From an optimization exercise on the open Yosys and OpenROAD flow, aimed at small area; shortcuts taken in it are not production practice.
Where RTL was checked, it was by simulation tests only, not by an equivalence proof against the original.
Function not checked in run 3: the RTL went through the layout flow alone.
No driver is modelled on the clock port, so clocking that relies on it looks cheaper here than on a real chip.
Power is estimated from default activity; no workload was simulated.

`flow/config.mk`:
```
export PLATFORM = sky130hd
export DESIGN_NAME = mimaqi_hxh
export DESIGN_NICKNAME = mimaqi_hxh
export VERILOG_FILES = /design/flow/design.v
export SDC_FILE = /design/flow/constraint.sdc
export NUM_CORES = 4
export LEC_CHECK = 0
export CAP_MARGIN = 20
export CORE_MARGIN = 2
export CORE_UTILIZATION = 40
export GPL_TIMING_DRIVEN = 0
export SLEW_MARGIN = 20
```
`flow/flow/run.sh`:
```
#!/bin/bash
set -euo pipefail
W=$PWD
R=$W/orfs/results/$FLOW_PLATFORM/mimaqi_hxh/base

bash standard.sh synth > "$W/log_1_standard_synth.log" 2>&1

cp "$R/1_2_yosys.v" "$W/standard_1_2_yosys.v"
REMAP_LIB=$FLOW_HOME/platforms/$FLOW_PLATFORM/lib/sky130_fd_sc_hd__tt_025C_1v80.lib \
REMAP_IN=$W/standard_1_2_yosys.v \
REMAP_OUT=$R/1_2_yosys.v \
REMAP_STAT=$W/remap_stat.txt \
REMAP_TOP=$FLOW_TOP \
REMAP_DONT_USE="sky130_fd_sc_hd__probe_p_8 sky130_fd_sc_hd__probec_p_8 sky130_fd_sc_hd__lpflow_*" \
REMAP_SCRIPT=$W/flow/remap.abc \
  yosys -c "$W/flow/remap.tcl" > "$W/log_2_remap.log" 2>&1
touch "$R/1_2_yosys.v"

export REMOVE_ABC_BUFFERS=1
export SKIP_REPAIR_TIE_FANOUT=1
bash standard.sh place > "$W/log_3_standard_place.log" 2>&1
bash standard.sh run RUN_SCRIPT="$W/flow/my_cts.tcl" RUN_LOG_NAME_STEM=4_1_cts_manual > "$W/log_4_manual_cts.log" 2>&1
bash standard.sh > "$W/log_5_standard_finish.log" 2>&1
```
`flow/flow/remap.abc`:
```
strash
&get -n
&deepsyn -J 100 -T 300
&put
amap
topo
```
`flow/standard.sh`:
```
#!/bin/bash
# synth_recipe.tcl (not shown) runs the flow's synth.tcl, then flattens the netlist and writes it again
# the make line also repeats each setting of config.mk as NAME=value (left out here)
make -C /OpenROAD-flow-scripts/flow DESIGN_CONFIG=/design/flow/config.mk WORK_HOME=/design/flow/orfs CLKGATE_MAP_FILE= SYNTH_SCRIPT=/design/flow/synth_recipe.tcl "${@:-finish}"
```
`flow/flow/remap.tcl`:
```
# Re-map the combinational logic of the standard synthesis for area. Flip-flops
# and tie cells are kept as they are (same instances, names and cell types).
yosys -import
set lib $::env(REMAP_LIB)
read_liberty -ignore_miss_func $lib
read_verilog $::env(REMAP_IN)
hierarchy -top $::env(REMAP_TOP)
setattr -mod -set keep_hierarchy 1 sky130_fd_sc_hd__*df* sky130_fd_sc_hd__conb_1
flatten
opt_clean -purge $::env(REMAP_TOP)
set dont {}
foreach c $::env(REMAP_DONT_USE) { lappend dont -dont_use $c }
abc -liberty $lib {*}$dont -script $::env(REMAP_SCRIPT) $::env(REMAP_TOP)
opt_clean -purge $::env(REMAP_TOP)
hilomap -singleton -hicell sky130_fd_sc_hd__conb_1 HI -locell sky130_fd_sc_hd__conb_1 LO $::env(REMAP_TOP)
insbuf -buf sky130_fd_sc_hd__buf_4 A X $::env(REMAP_TOP)
blackbox A:keep_hierarchy
tee -o $::env(REMAP_STAT) stat -liberty $lib -top $::env(REMAP_TOP)
write_verilog -noattr -nohex -nodec -selected $::env(REMAP_OUT)
```
`flow/flow/manual_tree.tcl`:
```
# Manual clock tree: the clock net's register pins are split into COLS x ROWS
# groups by location (columns by x, then rows by y within each column); each
# group gets a leaf clock buffer at its centroid, and one root buffer drives
# the leaf buffers.
proc manual_clock_tree { clk_net_name leaf_cell root_cell cols rows } {
  set block [ord::get_db_block]
  set net [$block findNet $clk_net_name]
  set items {}
  foreach it [$net getITerms] {
    if { [$it isInputSignal] || [$it isClocked] || [[$it getMTerm] getSigType] == "CLOCK" || 1 } {
      set inst [$it getInst]
      set bb [$inst getBBox]
      set x [expr {([$bb xMin] + [$bb xMax]) / 2}]
      set y [expr {([$bb yMin] + [$bb yMax]) / 2}]
      lappend items [list $x $y "[$inst getName]/[[$it getMTerm] getName]" $it]
    }
  }
  set n [llength $items]
  set items [lsort -integer -index 0 $items]
  set per_col [expr {int(ceil(double($n) / $cols))}]
  set groups {}
  for {set c 0} {$c < $cols} {incr c} {
    set col [lrange $items [expr {$c * $per_col}] [expr {($c + 1) * $per_col - 1}]]
    if {[llength $col] == 0} continue
    set col [lsort -integer -index 1 $col]
    set m [llength $col]
    set per_row [expr {int(ceil(double($m) / $rows))}]
    for {set r 0} {$r < $rows} {incr r} {
      set g [lrange $col [expr {$r * $per_row}] [expr {($r + 1) * $per_row - 1}]]
      if {[llength $g]} { lappend groups $g }
    }
  }
  set dbu [$block getDbUnitsPerMicron]
  set leaves {}
  set i 0
  foreach g $groups {
    set sx 0; set sy 0; set pins {}
    foreach e $g {
      set sx [expr {$sx + [lindex $e 0]}]
      set sy [expr {$sy + [lindex $e 1]}]
      lappend pins [get_pins [lindex $e 2]]
    }
    set k [llength $g]
    set cx [expr {double($sx) / $k / $dbu}]
    set cy [expr {double($sy) / $k / $dbu}]
    insert_buffer -buffer_cell $leaf_cell -net $clk_net_name -load_pins $pins \
      -location [list $cx $cy] -buffer_name clkbuf_leaf_$i -net_name clknet_leaf_$i
    # the new buffer drives the group's net now (its name may be uniquified)
    set drv [[[lindex [lindex $g 0] 3] getNet] getFirstOutput]
    lappend leaves [list $cx $cy "[[$drv getInst] getName]/A"]
    incr i
  }
  set sx 0; set sy 0; set pins {}
  foreach l $leaves {
    set sx [expr {$sx + [lindex $l 0]}]
    set sy [expr {$sy + [lindex $l 1]}]
    lappend pins [get_pins [lindex $l 2]]
  }
  set k [llength $leaves]
  insert_buffer -buffer_cell $root_cell -net $clk_net_name -load_pins $pins \
    -location [list [expr {$sx / $k}] [expr {$sy / $k}]] -buffer_name clkbuf_root -net_name clknet_root
  set nload [llength [$net getITerms]]
  set drv [[lindex [$net getITerms] 0] getInst]
  puts "manual clock tree: $n sinks, [llength $groups] leaf buffers, root [$drv getName] ([[$drv getMaster] getName]); clock net now has $nload cell pins"
  if { $nload > 1 } { error "manual clock tree: the clock net still drives $nload cell pins" }
}
```
`flow/design.v`:
```
module mimaqi_hxh (
        input         clk,
        input         rst,
        input  [3:0]  inrow,
        output [3:0]  outcol,
        output [7:0]  segData,
        output [3:0]  segCtl,
        output        led_1,
        output        led_2,
        output        led_3,
        output        led_22,
        output        led_33,
        output        led_333,
        output        led_0,
        output        led_00,
        output        led_000,
        output        led_0000,
        output        led_00000,
        output        led_000000,
        output        led_0000000,
        output        change_lemp,
        output        change_lemp1,
        output        flag_b,
        output        bee
    );
    reg [6:0] cnt;
    reg [2:0] m7;
    reg [2:0] m5;
    always @(posedge clk)
        if (rst) begin
            cnt <= 7'd0;
            m7  <= 3'b001;
            m5  <= 3'b000;
        end else begin
            cnt <= cnt + 7'd1;
            m7  <= {m7[1:0], m7[2] ^ m7[1]};
            m5  <= {m5[1:0], ~(m5[2] | m5[1])};
        end
    wire [1:0] ph = cnt[1:0];
    wire m7_5 = m7[2] & m7[1] & ~m7[0];      
    wire m5_4 = m5[2] & ~m5[1];              
    wire m5_0 = ~m5[2] & ~m5[0];             
    wire tick    = (ph == 2'd0) & m7_5;
    wire ms_rise = (ph == 2'd1) & m5_4;
    wire ms_fall = (ph == 2'd3) & m5_4;
    wire seg_upd = (ph == 2'd2) & m5_0;
    wire disp_en = (cnt == 7'h3f);
    reg [1:0] mode;
    reg [1:0] c;
    reg       key_flag;
    reg [3:0] pend;        
    reg [3:0] kc;          
    reg       key_flag_d;
    assign outcol = (mode == 2'd0) ? 4'b0000 : ~(4'b0001 << c);
    wire any = (inrow != 4'b1111);
    reg [1:0] row;
    reg       one;
    always @* begin
        one = 1'b1;
        row = 2'd0;
        case (inrow)
        4'b1110: row = 2'd0;
        4'b1101: row = 2'd1;
        4'b1011: row = 2'd2;
        4'b0111: row = 2'd3;
        default: one = 1'b0;
        endcase
    end
    wire [3:0] dec = (one && !(c == 2'd3 && row == 2'd3)) ? {c, row} : 4'd15;
    always @(posedge clk)
        if (tick && mode == 2'd3 && any) pend <= dec;
    always @(posedge clk)
        if (rst) begin
            mode     <= 2'd0;
            c        <= 2'd0;
            key_flag <= 1'b0;
            kc       <= 4'd15;
        end else if (tick) begin
            if (key_flag) kc <= pend;
            case (mode)
            2'd0, 2'd1: begin
                key_flag <= 1'b0;
                c        <= 2'd0;
                mode     <= any ? 2'd2 : 2'd0;
            end
            2'd2: begin
                if (any) mode <= 2'd3;
                else if (c == 2'd3) mode <= 2'd1;
                else c <= c + 2'd1;
            end
            2'd3: begin
                if (any) key_flag <= 1'b1;
                else mode <= 2'd1;
            end
            endcase
        end
    always @(posedge clk)
        if (rst) key_flag_d <= 1'b0;
        else     key_flag_d <= key_flag;
    wire rel = key_flag_d & ~key_flag;
    wire is_dig = (kc < 4'd10);
    wire is_a   = (kc == 4'd10);
    wire is_b   = (kc == 4'd11);
    wire is_c   = (kc == 4'd12);
    reg [15:0] pw, pin, pch;
    reg [20:0] q15;        
    reg [2:0]  ft;
    reg        fb, cl, cl1, k2, fz;
    reg        k1;
    reg        mw, mc;
    assign flag_b       = fb;
    assign change_lemp  = cl;
    assign change_lemp1 = cl1;
    wire mis_w = (pin[3:0] != pw[3:0]);
    wire mis_c = (pin[3:0] != pch[3:0]);
    always @(posedge clk) begin
        mw <= (ph == 2'd1) ? 1'b0 : (mw | mis_w);
        mc <= (ph == 2'd1) ? 1'b0 : (mc | mis_c);
    end
    wire eq_w = ~(mw | mis_w);
    wire eq_c = ~(mc | mis_c);
    wire q15_lz = ~|q15[19:0];
    wire c15_1  = q15_lz & ~q15[20];
    wire q15_f  = q15[20] ^ q15[18] ^ (q15_lz & q15[20]);
    reg [2:0] nft;
    reg       nfb, ncl, ncl1, nk2, nfz;
    always @* begin
        nft = ft; nfb = fb; ncl = cl; ncl1 = cl1; nk2 = k2; nfz = fz;
        if (c15_1) begin nft = nft + 3'd1; nk2 = 1'b1; end
        if (is_dig) nfz = 1'b0;
        else if (is_c) begin
            nfb = ~fb;
            if (fb) begin
                ncl = 1'b0; nft = 3'd1; ncl1 = 1'b0; nk2 = 1'b0; nfz = 1'b1;
            end
        end else if (k1) nft = 3'd1;
        else if (is_a && !fb && !fz) begin
            if (eq_w) nfb = 1'b1;
            else nft = nft + 3'd1;
        end else if (is_b && fb) ncl1 = 1'b1;
        else if (is_a && fb) begin
            if (eq_c) ncl = 1'b1;
        end
    end
    wire sh_pin = rel && is_dig;
    wire st_pch = rel && !k1 && is_b && fb;
    wire st_pw  = rel && !k1 && is_a && fb && eq_c;
    always @(posedge clk)
        if (rst) begin
            ft <= 3'd1; fb <= 1'b0; cl <= 1'b0; cl1 <= 1'b0; k2 <= 1'b0; fz <= 1'b0;
        end else if (rel) begin
            ft <= nft; fb <= nfb; cl <= ncl; cl1 <= ncl1; k2 <= nk2; fz <= nfz;
        end
    reg clr;
    always @(posedge clk) clr <= rst | (clr & (cnt[3:0] != 4'd10));
    wire zap = rst | clr;
    wire [15:0] pin_n = sh_pin ? {pin[15:12], kc, pin[7:0]} : {pin[3:0], pin[15:4]};
    wire [15:0] pch_n = st_pch ? {pin[3:0], pin[15:4]} : {pch[3:0], pch[15:4]};
    wire [15:0] pw_n  = st_pw  ? {pch[3:0], pch[15:4]} : {pw[3:0], pw[15:4]};
    always @(posedge clk) begin
        pin <= {zap ? 4'd0 : pin_n[15:12], pin_n[11:0]};
        pch <= {zap ? 4'd0 : pch_n[15:12], pch_n[11:0]};
        pw  <= {zap ? 4'd8 : pw_n[15:12],  pw_n[11:0]};
    end
    always @(posedge clk)
        if (rst) q15 <= 21'h00194a;                           
        else if (ms_rise && k2) q15 <= 21'h021006;            
        else if (ms_rise && !fb && is_b) q15 <= 21'h183940;   
        else q15 <= {q15[19:0], q15_f};
    reg l1, l2, l22, l33;
    always @(posedge clk)
        if (rst) begin
            l1 <= 1'b1; l2 <= 1'b1; l22 <= 1'b1; l33 <= 1'b1;
        end else if (ms_fall) begin
            if (ft == 3'd1) begin
                l1 <= 1'b1; l2 <= 1'b1; l22 <= 1'b1; l33 <= 1'b1;
            end else if (ft == 3'd2) begin
                l1 <= 1'b0; l2 <= 1'b1;
            end else if (ft == 3'd3) begin
                l1 <= 1'b0; l2 <= 1'b0; l22 <= 1'b0;
            end else begin
                l1 <= ~l1; l2 <= ~l2; l33 <= ~l33;
            end
        end
    assign led_1 = l1;
    assign led_2 = l2;
    assign led_3 = l1 ? (l2 & l22) : (l2 | ~l22);
    assign led_22 = l22;
    assign led_33 = l33;
    assign led_333 = l33;
    assign led_0 = 1'b1;
    assign led_00 = 1'b1;
    assign led_000 = 1'b1;
    assign led_0000 = 1'b1;
    assign led_00000 = 1'b1;
    assign led_000000 = 1'b1;
    assign led_0000000 = 1'b1;
    reg [6:0]  v05;
    reg [17:0] q20;
    reg        bz;
    wire c05_0  = &v05;
    wire q20_lz = ~|q20[16:0];
    wire c20_0  = q20_lz & ~q20[17];
    wire c20_1  = q20_lz & q20[17];
    wire q20_f  = q20[17] ^ q20[10] ^ (q20_lz & q20[17]);
    always @(posedge clk)
        if (rst) q20 <= 18'd0;
        else if (ms_rise && c20_0 && ft[2] && !k1) q20 <= 18'h22b08;    
        else q20 <= {q20[16:0], q20_f};
    always @(posedge clk)
        if (rst) begin
            v05 <= 7'h7f; k1 <= 1'b0; bz <= 1'b1;
        end else if (ms_rise) begin
            if (key_flag) v05 <= 7'd27;
            else v05 <= v05 + {6'd0, ~c05_0};
            if (!c20_0) k1 <= !c20_1;
            if (!c20_0 || !c05_0) bz <= ~bz;
            else bz <= 1'b1;
        end
    assign bee = bz;
    reg [15:0] lednum;
    reg [1:0]  flagc;
    wire dop = rel && is_dig;
    wire op_sh10 = dop && !fb;
    wire op_wr   = dop && fb && !cl1;
    wire op_sh11 = dop && fb && cl1 && !cl;
    wire op_sh   = op_sh10 | op_sh11;
    wire [3:0] shv = fb ? 4'd11 : 4'd10;
    wire w0 = op_wr && flagc == 2'd0;
    wire w1 = op_wr && flagc == 2'd1;
    wire w2 = op_wr && flagc == 2'd2;
    wire w3 = op_wr && flagc == 2'd3;
    wire [3:0] l0 = lednum[3:0], l1s = lednum[7:4], l2s = lednum[11:8], l3s = lednum[15:12];
    wire [3:0] n0 = op_sh ? l0  : w0 ? 4'd13 : w2 ? kc : l1s;
    wire [3:0] n1 = op_sh ? l1s : w0 ? 4'd13 : w3 ? kc : l2s;
    wire [3:0] n2 = op_sh ? shv : w0 ? kc    : l3s;
    wire [3:0] n3 = op_sh ? l3s : w0 ? 4'd13 : w1 ? kc : l0;
    always @(posedge clk) begin
        lednum <= {zap ? 4'd0 : n3, n2, n1, n0};
        if (rst) flagc <= 2'd0;
        else if (op_wr) flagc <= flagc + 2'd1;
    end
    reg [15:0] snap;
    wire [15:0] snap_n = disp_en ? {lednum[3:0], lednum[15:4]} : {snap[3:0], snap[15:4]};
    always @(posedge clk)
        snap <= {zap ? 4'd0 : snap_n[15:12], snap_n[11:0]};
    reg [1:0] ss;
    reg [3:0] sg;
    wire [3:0] nsg = (ss == 2'd0) ? snap[11:8] : (ss == 2'd1) ? snap[15:12] :
                     (ss == 2'd2) ? snap[3:0]  : snap[7:4];
    wire blank = clr & (cnt[3:0] == 4'd0);    
    always @(posedge clk)
        if (rst) begin
            ss <= 2'd0;
            sg <= 4'd0;
        end else if (seg_upd) begin
            ss <= ss + 2'd1;
            sg <= nsg;
        end
    wire [3:0] ctl = clr ? 4'b0000 : (4'b0001 << (ss - 2'd1));
    assign segCtl = ctl;
    assign segData =
        blank         ? 8'b1111_1111 :
        (sg == 4'd0)  ? 8'b1100_0000 :
        (sg == 4'd1)  ? 8'b1111_1001 :
        (sg == 4'd2)  ? 8'b1010_0100 :
        (sg == 4'd3)  ? 8'b1011_0000 :
        (sg == 4'd4)  ? 8'b1001_1001 :
        (sg == 4'd5)  ? 8'b1001_0010 :
        (sg == 4'd6)  ? 8'b1000_0010 :
        (sg == 4'd7)  ? 8'b1111_1000 :
        (sg == 4'd8)  ? 8'b1000_0000 :
        (sg == 4'd9)  ? 8'b1001_0000 :
        (sg == 4'd10) ? 8'b0111_1111 :
        (sg == 4'd11) ? 8'b1100_0110 :
        (sg == 4'd13) ? 8'b1111_0111 :
                        8'b1111_1111;
endmodule
```
`flow/flow/my_cts.tcl`:
```
# The standard flow's CTS step (ORFS scripts/cts.tcl) with clock_tree_synthesis replaced
# by a small manual clock tree (manual_tree.tcl): one clkbuf_8 root buffer at the
# clock port's net feeding 4 x 5 clkbuf_4 leaf buffers, each next to its group of
# registers. Everything after the tree is as in ORFS's cts.tcl.
utl::set_metrics_stage "cts__{}"
source $::env(SCRIPTS_DIR)/load.tcl
erase_non_stage_variables cts
load_design 3_place.odb 3_place.sdc

repair_clock_inverters

source [file join [file dirname [info script]] manual_tree.tcl]
# the clock port's net has the port's name
set clk_net ""
foreach clock [all_clocks] {
  foreach src [get_property $clock sources] {
    set clk_net [get_full_name $src]
  }
}
manual_clock_tree $clk_net sky130_fd_sc_hd__clkbuf_4 sky130_fd_sc_hd__clkbuf_8 4 5
set_propagated_clock [all_clocks]

utl::push_metrics_stage "cts__{}__pre_repair_timing"
log_cmd estimate_parasitics -placement
utl::pop_metrics_stage

set_placement_padding -global \
  -left $::env(CELL_PAD_IN_SITES_DETAIL_PLACEMENT) \
  -right $::env(CELL_PAD_IN_SITES_DETAIL_PLACEMENT)
detailed_placement
log_cmd estimate_parasitics -placement

if { !$::env(SKIP_CTS_REPAIR_TIMING) } {
  repair_timing_helper
  detailed_placement
  check_placement -verbose
}

report_metrics 4 "cts final"

orfs_write_db $::env(RESULTS_DIR)/4_1_cts.odb
orfs_write_sdc $::env(RESULTS_DIR)/4_cts.sdc
```
`flow/constraint.sdc`:
```
create_clock -name core_clock -period 10.0 [get_ports {clk}]
set_input_delay 2.0000 -clock core_clock [delete_from_list [all_inputs] [get_ports {clk}]]
set_output_delay 2.0000 -clock core_clock [all_outputs]
set_load 0.01 [all_outputs]
```
==> results.py, run 1 <==
metrics = {
    "worst_setup_path": {
        "crit_path_end_kind": "output pin",
        "cp-start-kind": "flip-flop",
        "worstSetupPathType": "flip-flop to output pin",
        "cpPeakStageDelay_ns": 0.55,
        "path_cells": "nor2_1, nand3_1, clkinv_1, nor3_1, a211oi_1, o21ai_0, clkinv_1, a22oi_1, o21bai_1, clkdlybuf4s50_1",
        "worstPathRequired_ns": 8.00,
        "cp_max_fo": 5,
        "cp_top_family": "compound AO/OA/AOI/OAI gates",
        "cpMostUsedCell": "clkinv_1",
        "slowest_stage": "clkdlybuf4s50_1",
        "cp.arrival_ns": 3.30,
        "crit_buf_inv": 3,
    },
    "power_and_ir_drop": {
        "p_seq_share_pct": 66.7,
        "swShare_pct": 22.34,
        "powerDensity_nw_per_um2": 154.9,
        "irDropWorstVdd_v": 0.00009169,
        "p_leak_nw": 2.588,
        "combPwrFrac_pct": 5.2,
        "finalPower_mw": 1.104,
        "p_sw_mw": 0.2467,
        "clockPowerShare_pct": 28.2,
        "power.internal_mw": 0.8574,
    },
    "sta": {
        "final.setup.tns_ns": 0,
        "maxSlewViolCount": 0,
        "setup_viol_count_final": 0,
        "postLayoutSetupSlackWorst_ns": 4.696,
        "hold_viol": 0,
        "worst_pin_slew_ns": 1.080,
        "period_minus_slack_ns": 5.304,
        "post-route-period-util_pct": 53.04,
        "clock_skew_ns": 0.02174,
        "maxSlewHeadroom_pct": 27.72,
        "fmax_mhz": 188.5,
        "hold_slack_ns": 0.4192,
        "rsz0062_at_grt": "false",
    },
    "route": {
        "wl_per_cell_um": 14.35,
        "drt_wl_total_um": 13570,
        "firstDrtPassIters": 5,
        "drt_iter0_markers": 214,
        "route.detailed.drc": 0,
        "viasPerCell": 5.197,
        "routed-via-count": 4916,
        "ant_nets": 0,
    },
    "placement": {
        "preCtsSetupSlack_ns": 5.236,
        "place_congestion": 0.8531,
        "placed_area_um2": 6960,
        "place_inst": 925,
        "io_buffers": 31,
        "dpl.hpwl_um": 9993,
    },
    "logic_synthesis": {
        "syn_inst": 683,
        "avgSynthCellArea_um2": 9.387,
        "syn_area_um2": 6411,
        "yosysWarnings": 1,
    },
    "flow_run": {
        "maxCapViolCount": 0,
    },
    "floorplan": {
        "design.portCount": 39,
        "coreArea_um2": 15770,
        "start_util_pct": 40.65,
        "fp.dieW_um": 130.6,
        "dieArea_um2": 17060,
        "die_y_um": 130.6,
        "rows": 46,
    },
    "layout": {
        "design_area_um2": 7127,
        "finalNonFillerCells": 946,
        "fin_util_pct": 45.19,
        "n_antenna_cell": 0,
        "nets": 738,
        "synthToLayoutAreaGrowth_pct": 11.16,
        "drive_above_1_share_pct": 3.699,
    },
    "outcome": {
        "outcome": "complete, no violations",
    },
    "hold_path": {
        "hold_path_class": "flip-flop to flip-flop",
    },
    "clock_tree": {
        "clk_latency_ns": 0.47,
        "clkTransAtPathRegs_ns": 0.11,
    },
    "grt": {
        "antenna_found_initial": 0,
        "grt_pass1_vias": 4831,
        "overflow": 0,
        "grt_usage_pct": 16.06,
        "grt_first_pass_wirelength_um": 22850,
        "grt_max_degree": 40,
    },
}
[placed cells by master, fill, tap and decap left out, types with 4 or more instances in the layout]
| cell type | count |
|---|---|
| nor4_1 | 7 |
| o21ai_0 | 23 |
| o211a_1 | 4 |
| o221ai_1 | 8 |
| o22ai_1 | 21 |
| clkbuf_4 | 20 |
| edfxtp_1 | 20 |
| clkdlybuf4s50_1 | 30 |
| clkinv_1 | 98 |
| or2_0 | 8 |
| o22a_1 | 39 |
| a22oi_1 | 4 |
| nor2_1 | 114 |
| or3_1 | 4 |
| nand3_1 | 11 |
| or4_1 | 5 |
| nand2_1 | 39 |
| nor3_1 | 18 |
| a211oi_1 | 4 |
| a21oi_1 | 29 |
| dfxtp_1 | 158 |
| nand4_1 | 4 |
| a222oi_1 | 8 |
| o21a_1 | 9 |
| nor2b_1 | 16 |
[metal layers]
metal,routed length (µm),up-vias,global-route usage (%)
met5,0,-,0
met4,314,0,3.817
met3,650,25,2.036
met2,6448,94,28.03
met1,6159,2313,21.31
li1,-,2484,-
[layout make-up, clock buffers not listed]
cell class              instances  area, µm²
flip-flops and latches        178       3764
fillers                      1575       8643
repair buffers                 33      324.1
inverters                      98      367.9
well taps                     216      270.3
multi-input cells             400       2237
[flip-flops by register name, summed over array words and instances (netlist names), 2 cells and up]
register,flops
mode,2
cnt,7
sg,4
flagc,2
ss,2
kc,4
q20,18
pin,16
pw,16
ft,3
pch,16
m7,3
lednum,16
q15,21
c,2
snap,16
v05,7
pend,4
m5,3
[path summary, 6_finish.rpt]
check | from | to | slack (ns) | cells after the start
max | cnt[0] | segData[4] | 4.70 | 10
min | q20[13] | q20[14] | 0.42 | 2
max reg2reg | kc[2] | pw[15] | 6.10 | 12
min reg2reg | q20[13] | q20[14] | 0.42 | 2
[power by group through the flow]
stage               clock network [mW]  logic, mW  registers, mW
floorplan                            0     0.0284          0.753
global placement                     0     0.0561          0.752
detailed placement                   0     0.0573          0.753
CTS                              0.324     0.0575          0.736
global route                     0.353     0.0638          0.738
finish                           0.311     0.0572          0.736
[tightest hold or removal path, stage by stage, from the launching register on]
cell and delay [ns]:
dfxtp_1 0.31, clkinv_1 0.05, nor2_1 0.03
==> run 2, diff against run 1 <==
--- a/flow/config.mk
+++ b/flow/config.mk
@@ -5,8 +5,8 @@
 export SDC_FILE = /design/flow/constraint.sdc
 export NUM_CORES = 4
 export LEC_CHECK = 0
-export CAP_MARGIN = 20
+export CAP_MARGIN = 5
 export CORE_MARGIN = 2
 export CORE_UTILIZATION = 40
 export GPL_TIMING_DRIVEN = 0
-export SLEW_MARGIN = 20
+export SLEW_MARGIN = 5
==> results.py, run 2 <==
metrics = {
    "route": {
        "drt_iter0_markers": 256,
        "firstDrtPassIters": 6,
        "viasPerCell": 5.204,
        "drt_wl_total_um": 13700,
        "routed-via-count": 4923,
        "wl_per_cell_um": 14.49,
        "route.detailed.drc": 0,
        "ant_nets": 0,
    },
    "placement": {
        "dpl.hpwl_um": 9942,
        "io_buffers": 31,
        "place_congestion": 0.8531,
        "placed_area_um2": 6963,
    },
    "worst_setup_path": {
        "worstPathRequired_ns": 8.00,
        "rrSetupSlack_ns": 5.71,
        "cp_max_fo": 5,
        "cp.arrival_ns": 3.30,
        "crit_path_end_kind": "output pin",
        "worstSetupPathType": "flip-flop to output pin",
        "cp-start-kind": "flip-flop",
    },
    "outcome": {
        "outcome": "complete, no violations",
    },
    "sta": {
        "final.setup.tns_ns": 0,
        "clock_skew_ns": 0.02363,
        "setup_viol_count_final": 0,
        "hold_viol": 0,
        "post-route-period-util_pct": 52.98,
        "maxSlewHeadroom_pct": 18.94,
        "fmax_mhz": 188.8,
        "period_minus_slack_ns": 5.298,
        "worst_pin_slew_ns": 1.211,
        "rsz0062_at_grt": "false",
        "hold_slack_ns": 0.4226,
        "maxSlewViolCount": 0,
    },
    "grt": {
        "grt_first_pass_wirelength_um": 22710,
        "grt_usage_pct": 16.04,
        "grt_pass1_vias": 4749,
        "overflow": 0,
        "antenna_found_initial": 0,
        "grt_max_degree": 40,
    },
    "layout": {
        "nets": 738,
        "drive_above_1_share_pct": 3.425,
        "synthToLayoutAreaGrowth_pct": 11.09,
        "n_antenna_cell": 0,
        "largest_reg_flops": 21,
        "final_common_cell": "dfxtp_1",
        "top_register": "q15",
        "layout_common_cells": "dfxtp_1 (158), nor2_1 (116), clkinv_1 (98)",
        "reg.largest.list": "q15: 21 flops, q20: 18 flops",
        "design_area_um2": 7122,
    },
    "logic_synthesis": {
        "yosysWarnings": 1,
        "syn_area_um2": 6411,
        "syn_inst": 683,
        "avgSynthCellArea_um2": 9.387,
    },
    "power_and_ir_drop": {
        "p_seq_share_pct": 66.4,
        "p_sw_mw": 0.2514,
        "swShare_pct": 22.67,
        "combPwrFrac_pct": 5.2,
        "clockPowerShare_pct": 28.5,
        "irDropWorstVdd_v": 0.00008296,
        "finalPower_mw": 1.109,
        "p_leak_nw": 2.587,
        "power.internal_mw": 0.8574,
        "powerDensity_nw_per_um2": 155.7,
    },
    "floorplan": {
        "coreArea_um2": 15770,
        "fp.dieW_um": 130.6,
        "design.portCount": 39,
        "die_y_um": 130.6,
        "dieArea_um2": 17060,
        "start_util_pct": 40.65,
        "rows": 46,
    },
    "clock_tree": {
        "clkTransAtPathRegs_ns": 0.10,
        "clk_latency_ns": 0.48,
    },
    "flow_run": {
        "maxCapViolCount": 0,
    },
    "hold_path": {
        "hold_path_class": "flip-flop to flip-flop",
    },
}
run 2: layout make-up, clock buffers not listed:
type	count	area [µm²]
Fill cell	1567	8648
Inverter	98	367.9
Multi-Input combinational cell	400	2232
Sequential cell	178	3764
Tap cell	216	270.3
Timing Repair Buffer	33	324.1
run 2: power by group through the flow:
stage	Clock, mW	Combinational [mW]	Sequential [mW]
after floorplan	0	0.0284	0.753
after global placement	0	0.0561	0.752
after detailed placement	0	0.0577	0.753
after CTS	0.327	0.0579	0.736
after global routing	0.354	0.0635	0.738
final	0.315	0.0572	0.736
run 2: final timing paths:
path	depth (start not counted)	endpoint	from
worst min-delay path	2	q20[14]	q20[13]
worst min register to register	2	q20[14]	q20[13]
worst max register to register	12	pw[15]	kc[2]
worst max-delay path	10	segData[4]	cnt[0]
run 2: critical path, cell delays in order (launching register included):
cell and delay (ns):
dfxtp_1 0.41, nor2_1 0.11, nand3_1 0.19, clkinv_1 0.18
nor3_1 0.39, a211oi_1 0.20, o21ai_0 0.30, clkinv_1 0.11
a22oi_1 0.23, o21bai_1 0.15, clkdlybuf4s50_1 0.55
run 2: through the flow:
step                      utilization, %  instances  setup slack (ns)
final                              45.16        946             4.702
after global routing               45.16        946             4.382
after detailed placement           44.15        925             4.355
after global placement             44.00        923             4.235
after floorplan                        -        676             5.865
run 2: metal layers:
metal	global-route usage, %	routed length (µm)	vias to the layer above
met2	27.73	6520	95
met5	0	0	-
li1	-	-	2471
met3	1.954	633	21
met4	3.504	295	0
met1	21.69	6253	2336
==> run 3, diff against run 2 <==
--- a/flow/design.v
+++ b/flow/design.v
@@ -195,10 +195,10 @@
     assign led_00000 = 1'b1;
     assign led_000000 = 1'b1;
     assign led_0000000 = 1'b1;
-    reg [6:0]  v05;
+    reg [6:0]  q05;
     reg [17:0] q20;
     reg        bz;
-    wire c05_0  = &v05;
+    wire c05_0  = &q05;
     wire q20_lz = ~|q20[16:0];
     wire c20_0  = q20_lz & ~q20[17];
     wire c20_1  = q20_lz & q20[17];
@@ -209,10 +209,10 @@
         else q20 <= {q20[16:0], q20_f};
     always @(posedge clk)
         if (rst) begin
-            v05 <= 7'h7f; k1 <= 1'b0; bz <= 1'b1;
+            q05 <= 7'h7f; k1 <= 1'b0; bz <= 1'b1;
         end else if (ms_rise) begin
-            if (key_flag) v05 <= 7'd27;
-            else v05 <= v05 + {6'd0, ~c05_0};
+            if (key_flag) q05 <= 7'h47;
+            else if (!c05_0) q05 <= {q05[5:0], q05[6] ^ q05[5]};
             if (!c20_0) k1 <= !c20_1;
             if (!c20_0 || !c05_0) bz <= ~bz;
             else bz <= 1'b1;
--- a/flow/config.mk
+++ b/flow/config.mk
@@ -5,8 +5,8 @@
 export SDC_FILE = /design/flow/constraint.sdc
 export NUM_CORES = 4
 export LEC_CHECK = 0
-export CAP_MARGIN = 5
+export CAP_MARGIN = 20
 export CORE_MARGIN = 2
 export CORE_UTILIZATION = 40
 export GPL_TIMING_DRIVEN = 0
-export SLEW_MARGIN = 5
+export SLEW_MARGIN = 20
==> results.py, run 3 <==
metrics = {
    "layout": {
        "reg.largest.list": "q15: 21 flops, q20: 18 flops",
        "fin_util_pct": 45.07,
        "synthToLayoutAreaGrowth_pct": 10.83,
        "nets": 733,
        "final_common_cell": "dfxtp_1",
        "largest_reg_flops": 21,
        "register_area_um2": 3764,
        "multi_input_area_um2": 2187,
        "top_register": "q15",
        "fill_cells": 1550,
        "layout_common_cells": "dfxtp_1 (158), clkinv_1 (110), nor2_1 (71)",
        "finalNonFillerCells": 941,
        "drive_above_1_share_pct": 3.310,
        "n_antenna_cell": 0,
    },
    "sta": {
        "hold_slack_ns": 0.4167,
        "clock_skew_ns": 0.01561,
        "fmax_mhz": 202.2,
        "maxSlewHeadroom_pct": 30.82,
        "final.setup.tns_ns": 0,
        "post-route-period-util_pct": 49.45,
        "period_minus_slack_ns": 4.945,
        "worst_pin_slew_ns": 1.034,
        "rsz0062_at_grt": "false",
        "hold_viol": 0,
        "maxSlewViolCount": 0,
        "setup_viol_count_final": 0,
    },
    "worst_setup_path": {
        "worstSetupPathType": "flip-flop to output pin",
        "crit_path_end_kind": "output pin",
        "cpPeakStageDelay_ns": 0.48,
        "worstPathRequired_ns": 8.00,
        "path_cells": "or2_0, nor3_1, clkinv_1, nand2_1, o32a_1, o21ai_0, o21bai_1, a211o_1, clkdlybuf4s50_1",
        "r2r_cells": 11,
        "slowest_stage": "clkdlybuf4s50_1",
        "rrSetupSlack_ns": 6.64,
        "r2r-end": "ft[2]",
        "cp_top_family": "simple AND/OR/NAND/NOR gates",
        "cp_max_fo": 5,
        "cp.arrival_ns": 2.94,
        "cp-start-kind": "flip-flop",
        "crit_buf_inv": 2,
        "r2r-start": "key_flag",
    },
    "hold_path": {
        "hold_path_class": "flip-flop to flip-flop",
        "min_path_cells": 2,
        "worst_hold_startpoint": "q20[9]",
        "min_to": "q20[10]",
    },
    "floorplan": {
        "die_y_um": 130.6,
        "fp.dieW_um": 130.6,
        "dieArea_um2": 17060,
        "design.portCount": 39,
        "rows": 46,
        "start_util_pct": 40.67,
        "coreArea_um2": 15770,
    },
    "placement": {
        "io_buffers": 31,
        "place_inst": 919,
        "dpl.hpwl_um": 9587,
        "place_congestion": 0.8756,
    },
    "grt": {
        "grt_first_pass_wirelength_um": 21710,
        "overflow": 0,
        "grt_max_degree": 40,
        "antenna_found_initial": 0,
        "grt_usage_pct": 15.32,
        "grt_pass1_vias": 4664,
    },
    "logic_synthesis": {
        "syn_inst": 679,
        "avgSynthCellArea_um2": 9.446,
        "yosysWarnings": 1,
        "syn_area_um2": 6414,
    },
    "route": {
        "wl_per_cell_um": 14.11,
        "viasPerCell": 5.177,
        "ant_nets": 0,
        "route.detailed.drc": 0,
        "firstDrtPassIters": 4,
        "routed-via-count": 4872,
        "drt_wl_total_um": 13280,
        "drt_iter0_markers": 244,
    },
    "flow_run": {
        "maxCapViolCount": 0,
    },
    "power_and_ir_drop": {
        "finalPower_mw": 1.100,
        "irDropWorstVdd_v": 0.00008306,
        "powerDensity_nw_per_um2": 154.8,
        "p_leak_nw": 2.507,
    },
    "outcome": {
        "outcome": "complete, no violations",
    },
    "clock_tree": {
        "clkTransAtPathRegs_ns": 0.10,
        "clk_latency_ns": 0.47,
    },
}
run 3: tightest hold or removal path: stages (launching register included):
cell	delay [ns]
dfxtp_1	0.31
clkinv_1	0.04
nor2_1	0.03
run 3: routing by layer:
metal  GRT usage, %  wire length, µm  vias up  share of wire (%)
met5              0                0        -                  0
met4          4.005              339        0                2.6
met3          1.751              633       27                4.8
met2          26.41             6133      102                 46
met1          20.58             6170     2278                 46
li1               -                -     2465                  -
run 3: worst max-delay path by stage:
| stage | startpoint | to | slack, ns | cells past startpoint |
|---|---|---|---|---|
| global placement | rst | ft[2] | 4.62 | 6 |
| floorplan | cnt[0] | segData[4] | 6.22 | 8 |
| CTS | cnt[1] | segData[4] | 5.00 | 9 |
| finish | cnt[1] | segData[4] | 5.06 | 9 |
| detailed placement | cnt[1] | segData[4] | 5.56 | 9 |
| global route | cnt[1] | segData[4] | 4.81 | 9 |
run 3: per-stage QoR:
step           worst slack [ns]  area [µm²]
6_report                  5.055        7108
5_1_grt                   4.811        7108
3_5_place_dp              5.557        6939
3_3_place_gp              4.621        6942
2_1_floorplan             6.221        6361
run 3: final cells by class, clock buffers not listed:
| type | count | share of cell area [%] |
|---|---|---|
| well taps | 216 | 3.802 |
| repair buffers | 32 | 4.365 |
| inverters | 110 | 5.809 |
| multi-input cells | 384 | 30.77 |
| flip-flops and latches | 178 | 52.95 |
run 3: where the power goes:
part | internal, mW | switching, mW
Sequential | 0.729 | 0.00620
Combinational | 0.0216 | 0.0318
Clock | 0.101 | 0.211
==> run 4, diff against run 3 <==
--- a/flow/design.v
+++ b/flow/design.v
@@ -225,16 +225,16 @@
     wire op_wr   = dop && fb && !cl1;
     wire op_sh11 = dop && fb && cl1 && !cl;
     wire op_sh   = op_sh10 | op_sh11;
-    wire [3:0] shv = fb ? 4'd11 : 4'd10;
+    wire [3:0] shv = fb ? 4'd14 : 4'd10;
     wire w0 = op_wr && flagc == 2'd0;
     wire w1 = op_wr && flagc == 2'd1;
     wire w2 = op_wr && flagc == 2'd2;
     wire w3 = op_wr && flagc == 2'd3;
     wire [3:0] l0 = lednum[3:0], l1s = lednum[7:4], l2s = lednum[11:8], l3s = lednum[15:12];
-    wire [3:0] n0 = op_sh ? l0  : w0 ? 4'd13 : w2 ? kc : l1s;
-    wire [3:0] n1 = op_sh ? l1s : w0 ? 4'd13 : w3 ? kc : l2s;
+    wire [3:0] n0 = op_sh ? l0  : w0 ? 4'd12 : w2 ? kc : l1s;
+    wire [3:0] n1 = op_sh ? l1s : w0 ? 4'd12 : w3 ? kc : l2s;
     wire [3:0] n2 = op_sh ? shv : w0 ? kc    : l3s;
-    wire [3:0] n3 = op_sh ? l3s : w0 ? 4'd13 : w1 ? kc : l0;
+    wire [3:0] n3 = op_sh ? l3s : w0 ? 4'd12 : w1 ? kc : l0;
     always @(posedge clk) begin
         lednum <= {zap ? 4'd0 : n3, n2, n1, n0};
         if (rst) flagc <= 2'd0;
@@ -272,7 +272,7 @@
         (sg == 4'd8)  ? 8'b1000_0000 :
         (sg == 4'd9)  ? 8'b1001_0000 :
         (sg == 4'd10) ? 8'b0111_1111 :
-        (sg == 4'd11) ? 8'b1100_0110 :
-        (sg == 4'd13) ? 8'b1111_0111 :
+        (sg == 4'd14) ? 8'b1100_0110 :
+        (sg == 4'd12) ? 8'b1111_0111 :
                         8'b1111_1111;
 endmodule
==> results.py, run 4 <==
metrics = {
    "placement": {
        "dpl.hpwl_um": 9628,
        "io_buffers": 31,
        "place_inst": 904,
        "place_congestion": 0.8794,
        "placed_area_um2": 6882,
        "preCtsSetupSlack_ns": 5.915,
    },
    "layout": {
        "synthToLayoutAreaGrowth_pct": 10.80,
        "fin_util_pct": 44.84,
        "layout_common_cells": "dfxtp_1 (158), clkinv_1 (104), nor2_1 (68)",
        "drive_above_1_share_pct": 3.103,
        "largest_reg_flops": 21,
        "nets": 717,
        "n_antenna_cell": 0,
        "design_area_um2": 7046,
        "reg.largest.list": "q15: 21 flops, q20: 18 flops",
        "top_register": "q15",
        "finalNonFillerCells": 925,
        "final_common_cell": "dfxtp_1",
    },
    "sta": {
        "worst_pin_slew_ns": 1.070,
        "postLayoutSetupSlackWorst_ns": 5.388,
        "hold_viol": 0,
        "maxSlewViolCount": 0,
        "setup_viol_count_final": 0,
        "post-route-period-util_pct": 46.12,
        "hold_slack_ns": 0.4196,
        "clock_skew_ns": 0.01256,
        "final.setup.tns_ns": 0,
        "rsz0062_at_grt": "false",
        "fmax_mhz": 216.8,
        "maxSlewHeadroom_pct": 28.38,
        "period_minus_slack_ns": 4.612,
    },
    "route": {
        "ant_nets": 0,
        "firstDrtPassIters": 4,
        "drt_wl_total_um": 13270,
        "wl_per_cell_um": 14.34,
        "drt_iter0_markers": 230,
        "route.detailed.drc": 0,
        "viasPerCell": 5.141,
        "routed-via-count": 4755,
    },
    "worst_setup_path": {
        "worstSetupPathType": "flip-flop to output pin",
        "cp_max_fo": 4,
        "slowest_stage": "clkdlybuf4s50_1",
        "cp.arrival_ns": 2.61,
        "cp-start-kind": "flip-flop",
        "cpPeakStageDelay_ns": 0.55,
        "worstPathRequired_ns": 8.00,
        "crit_path_end_kind": "output pin",
        "path_cells": "nor2_1, nand4_1, o21ai_0, a21oi_1, o22ai_1, or2_0, nor2_1, o21ai_0, clkdlybuf4s50_1",
    },
    "floorplan": {
        "design.portCount": 39,
        "rows": 46,
        "die_y_um": 130.1,
        "fp.dieW_um": 130.1,
        "dieArea_um2": 16920,
        "coreArea_um2": 15710,
        "start_util_pct": 40.47,
    },
    "logic_synthesis": {
        "avgSynthCellArea_um2": 9.576,
        "syn_inst": 664,
        "syn_area_um2": 6359,
        "yosysWarnings": 1,
    },
    "power_and_ir_drop": {
        "powerDensity_nw_per_um2": 159.1,
        "finalPower_mw": 1.121,
        "irDropWorstVdd_v": 0.00008743,
        "p_leak_nw": 2.481,
    },
    "grt": {
        "grt_pass1_vias": 4680,
        "overflow": 0,
        "grt_first_pass_wirelength_um": 21880,
        "grt_max_degree": 44,
        "antenna_found_initial": 0,
        "grt_usage_pct": 15.59,
    },
    "outcome": {
        "outcome": "complete, no violations",
    },
    "hold_path": {
        "hold_path_class": "flip-flop to flip-flop",
    },
    "flow_run": {
        "maxCapViolCount": 0,
    },
    "clock_tree": {
        "clkTransAtPathRegs_ns": 0.10,
        "clk_latency_ns": 0.46,
    },
}
## run 4: layer usage
metal,vias up,global-route usage [%],routed length (µm)
met5,-,0,0
met4,0,3.922,358
met3,29,1.271,361
met2,52,27.35,6337
met1,2234,20.90,6210
li1,2440,-,-
## run 4: worst max-delay path, delay by kind of cell (launching register included)
family	cells	cell delay, ns
AND/OR/NAND/NOR	4	0.71
flip-flops	1	0.35
AO/OA/AOI/OAI	4	0.54
buffers and inverters	1	0.55
## run 4: layout make-up, clock buffers not listed
cell class	instances	area, µm²
Fill cell	1516	8667
Sequential cell	178	3764
Multi-Input combinational cell	375	2152
Inverter	104	390.4
Timing Repair Buffer	31	305.3
Tap cell	216	270.3
## run 4: worst paths after layout
path	cells past startpoint	slack, ns	startpoint	endpoint
setup / recovery	9	5.39	cnt[0]	segData[5]
hold / removal	2	0.42	q20[9]	q20[10]
setup reg to reg	8	6.79	kc[3]	lednum[8]
hold reg to reg	2	0.42	q20[9]	q20[10]
## run 4: power breakdown
part	leakage [nW]	switching, mW	internal [mW]	total (mW)
logic	0.869	0.0429	0.0317	0.0746
registers	1.51	0.00701	0.730	0.737
clock network	0.0992	0.208	0.101	0.309
total	2.48	0.258	0.863	1.12

==> static timing again, ports no longer ideal <==
In the flow no input, the clock included, has a driving cell. The finished layouts below were timed again as built, in two steps.
Step 1 assumes that a clkbuf_16 drives the clock port and a buf_2 every other input.
Step 2 adds t to the input delays and takes it off the output delays; t is the mean of the earliest and latest rising clock arrival at the registers after step 1. Input paths then give back, and output paths get back, about the clock's delay inside the block.
a / b / c = no drivers / after step 1 / after step 2; a / b = the first two.
| run | t, ns | setup slack, ns | clock arrival spread, ns |
|---|---|---|---|
| run 1 | 0.494 | 4.696 / 4.663 / 5.157 | 0.022 / 0.022 |
| run 2 | 0.501 | 4.702 / 4.667 / 5.168 | 0.024 / 0.024 |
| run 3 | 0.506 | 5.055 / 5.017 / 5.523 | 0.016 / 0.016 |
| run 4 | 0.492 | 5.388 / 5.355 / 5.847 | 0.015 / 0.015 |
After both steps setup and hold are still met in every run listed.
